This is an optimization exercise on Yosys and OpenROAD, whose aim is small area, a short achievable clock period and few clock cycles per item, not a production implementation.
RTL that was checked went through simulation tests only; none was proved equivalent to the original.
Power is estimated from default activity; no workload was simulated.

## DSP_CONV1D
module DSP_CONV1D #(
    parameter AXI_DATA_WIDTH = 32,
    parameter AXI_ADDR_WIDTH = 5,  
    parameter DSP_DATA_WIDTH = 32,
    parameter MAX_CONV_LEN = 256,
    parameter MAX_KERNEL_LEN = 32
)(
    input  s_axi_clk,
    input  s_axi_resetn,  
    input  [AXI_ADDR_WIDTH-1:0] s_axi_awaddr,
    input  s_axi_awvalid,
    output reg s_axi_awready,
    input  [AXI_DATA_WIDTH-1:0] s_axi_wdata,
    input  [AXI_DATA_WIDTH/8-1:0] s_axi_wstrb,
    input  s_axi_wvalid,
    output reg s_axi_wready,
    output reg  s_axi_bvalid,
    input  s_axi_bready,
    output reg [1:0] s_axi_bresp,
    input  [AXI_ADDR_WIDTH-1:0] s_axi_araddr,
    input  s_axi_arvalid,
    output reg s_axi_arready,
    output reg [AXI_DATA_WIDTH-1:0] s_axi_rdata,
    output reg [1:0] s_axi_rresp,
    output reg s_axi_rvalid,
    input  s_axi_rready,
    output interrupt_o,
    output reg [DSP_DATA_WIDTH-1:0] dsp_mem_addr_o,
    input  [DSP_DATA_WIDTH-1:0] dsp_mem_rdata_i,
    output reg dsp_mem_req_o,
    input  dsp_mem_ack_i,
    output reg dsp_mem_we_o,
    output reg [DSP_DATA_WIDTH-1:0] dsp_mem_wdata_o
);
For scale: ~4100 cells after synthesis, about 51000 sq um of cells after synthesis.
export LEC_CHECK = 0
export ABC_CLOCK_PERIOD_IN_PS = 3000
export CAP_MARGIN = 20
export CORE_MARGIN = 2
export CORE_UTILIZATION = 40
export SLEW_MARGIN = 20
create_clock -name core_clock -period 9.0 [get_ports {s_axi_clk}]
standard.sh (not shown) runs the stock make flow with config.mk's settings and CLKGATE_MAP_FILE= SYNTH_SCRIPT=/design/flow/synth_recipe.tcl, a recipe that flattens the netlist after the stock synthesis.
==> flow/flow/run.sh <==
#!/bin/bash
set -euo pipefail
bash standard.sh SETUP_SLACK_MARGIN=6.4 "BUFFER_PORTS_ARGS=-buffer_cell sky130_fd_sc_hd__buf_4" finish > standard_finish.log 2>&1
Testbench counts at the start, summed over its fixed seeds: cycles 143,289, macs 128,917.
Edit:
==> flow/flow/run.sh (replaced) <==
#!/bin/bash
set -euo pipefail
bash standard.sh SETUP_SLACK_MARGIN=6 "BUFFER_PORTS_ARGS=-buffer_cell sky130_fd_sc_hd__buf_4" finish > standard_finish.log 2>&1
Outcome: Cell area drops by about 4%. Clock power climbs by about 4%. Via count drops by about 2%. Critical path depth climbs by 3. Total power drops by about 2.3%. Routed wire length drops by 3.4%. Count of clock-buffer cells in the layout drops by 18. Worst setup slack is worse by 0.0034 ns. First-iteration DRC count climbs by 1.4%. Synthesized area stays the same. Global-route usage drops by 0.62 points.

* * *

DSP_CONV1D, a different RTL version from the one above (not shown whole).
Size: ~5100 cells after synthesis, roughly 190 I/O pins, ~51000 um2 of cells after synthesis.
Settings: LEC_CHECK=0, ABC_AREA=1, CAP_MARGIN=20, CORE_MARGIN=2, CORE_UTILIZATION=40, SLEW_MARGIN=20; clock period 9.0 ns.
==> flow/flow/run.sh <==
#!/bin/bash
set -euo pipefail
bash standard.sh SETUP_SLACK_MARGIN=6 "BUFFER_PORTS_ARGS=-buffer_cell sky130_fd_sc_hd__buf_4" finish > standard_finish.log 2>&1
Change:
--- a/flow/config.mk
+++ b/flow/config.mk
@@ -8 +8 @@
-export ABC_AREA = 1
+export ABC_CLOCK_PERIOD_IN_PS = 3000
After rerunning:
- worst hold slack got worse by 5.3 ps
- setup slack is worse by 52 ps
- utilization rose by 0.44 points
- final area climbs by 9.2%
- count of clock-buffer cells in the layout is higher by 10
- first-iteration DRC count came out higher by about 20%
- non-clock buffer count increases by 130
No functional check of the RTL was part of any run of this note.

* * *

DSP_CONV1D, a different RTL version from the one above (not shown whole).
Size: ~4,200 cells after synthesis, about 1,000 flip-flops, about 190 I/O pins, ~0.052 mm² of cells after synthesis.
clock: 9.0 ns
lec_check: 0
abc_clock_period_in_ps: 3000
cap_margin: 20
core_margin: 2
core_utilization: 40
slew_margin: 20
tns_end_percent: 30
==> flow/flow/run.sh <==
#!/bin/bash
set -euo pipefail
bash standard.sh SETUP_SLACK_MARGIN=5.8 "BUFFER_PORTS_ARGS=-buffer_cell sky130_fd_sc_hd__buf_4" finish > standard_finish.log 2>&1
The baseline finished clean.
Testbench counts at the start, summed over its fixed seeds: cycles 141,951, macs 128,917.
Edit:
==> flow/flow/run.sh (replaced) <==
#!/bin/bash
set -euo pipefail
bash standard.sh SETUP_SLACK_MARGIN=5.4 "BUFFER_PORTS_ARGS=-buffer_cell sky130_fd_sc_hd__buf_4" finish > standard_finish.log 2>&1
- TNS_END_PERCENT: 30 -> unset
=> Routed wire length came out lower by about 1.2%; via count goes down by 0.33%; total power falls by 1.1%; die area does not change; global-route usage went down by 0.17 points; clock power went down by about 3%; worst setup slack degrades by 0.29 ns; combinational power went down by about 2%; utilization falls by 0.40 points.
Edit:
==> flow/flow/run.sh (replaced) <==
#!/bin/bash
set -euo pipefail
bash standard.sh SETUP_SLACK_MARGIN=6 "BUFFER_PORTS_ARGS=-buffer_cell sky130_fd_sc_hd__buf_4" finish > standard_finish.log 2>&1
Result: Clock power shrinks by about 3%. Die area is unchanged. Via count climbs by 2.3%. Setup slack is better by 0.35 ns.
Edit:
==> flow/flow/run.sh (replaced) <==
#!/bin/bash
set -euo pipefail
bash standard.sh SETUP_SLACK_MARGIN=5.8 "BUFFER_PORTS_ARGS=-buffer_cell sky130_fd_sc_hd__buf_4" finish > standard_finish.log 2>&1
- ABC_CLOCK_PERIOD_IN_PS: 3000 -> 4000
Outcome: Non-clock buffer count came out lower by 76; combinational power came out lower by a few percent; final area came out lower by a few percent; power came out lower by a few percent; worst hold slack gains 0.016 ns; critical path depth is unchanged; global-route usage came out lower by 0.80 points.

port drivers added, routing unchanged:
No port has a modelled driver above. Below, the same layouts with a new extraction and two added sets of constraints. Step 1 (the two cells are an assumption about what drives the block):
set clk [get_ports {s_axi_clk}]
set_driving_cell -lib_cell sky130_fd_sc_hd__clkbuf_16 $clk
set_driving_cell -lib_cell sky130_fd_sc_hd__buf_2 [delete_from_list [all_inputs] $clk]
Step 2 times the ports against the registers' clock, not the clock port: input delays grow and output delays shrink by t, the midpoint of the rising clock arrivals with the driver on. Slacks: ideal ports / drivers / drivers and shift; pairs: ideal ports / drivers.
| run | t (ns) | slack for setup (ns) | hold slack, ns | worst setup path at the end | clock arrival spread, ns |
|---|---|---|---|---|---|
| the first run of note 1 | 0.784 | 5.808 / 5.755 / 5.381 | 0.345 / 0.345 / 0.345 | input to register | 0.034 / 0.034 |
| the second run of note 1 | 0.787 | 5.804 / 5.785 / 5.305 | 0.347 / 0.347 / 0.347 | input to register | 0.061 / 0.060 |
| the first run of note 2 | 0.810 | 5.751 / 5.679 / 5.314 | 0.353 / 0.353 / 0.353 | input to register | 0.048 / 0.048 |
| the second run of note 2 | 0.794 | 5.699 / 5.699 / 5.262 | 0.347 / 0.347 / 0.347 | input to register | 0.069 / 0.069 |
| the first run of note 3 | 0.796 | 5.776 / 5.702 / 4.906 | 0.348 / 0.348 / 0.348 | input to register | 0.079 / 0.078 |
| the second run of note 3 | 0.796 | 5.487 / 5.487 / 4.804 | 0.302 / 0.302 / 0.302 | input to register | 0.059 / 0.058 |
| the third run of note 3 | 0.780 | 5.838 / 5.769 / 5.277 | 0.348 / 0.348 / 0.348 | input to register | 0.058 / 0.057 |
| the fourth run of note 3 | 0.784 | 5.817 / 5.750 / 5.214 | 0.364 / 0.364 / 0.364 | input to register | 0.078 / 0.078 |
After both steps every run listed still meets setup and hold. For the first run of note 3, which loses most, drivers alone change the setup slack by -0.074 ns; drivers and shift together by -0.870 ns.
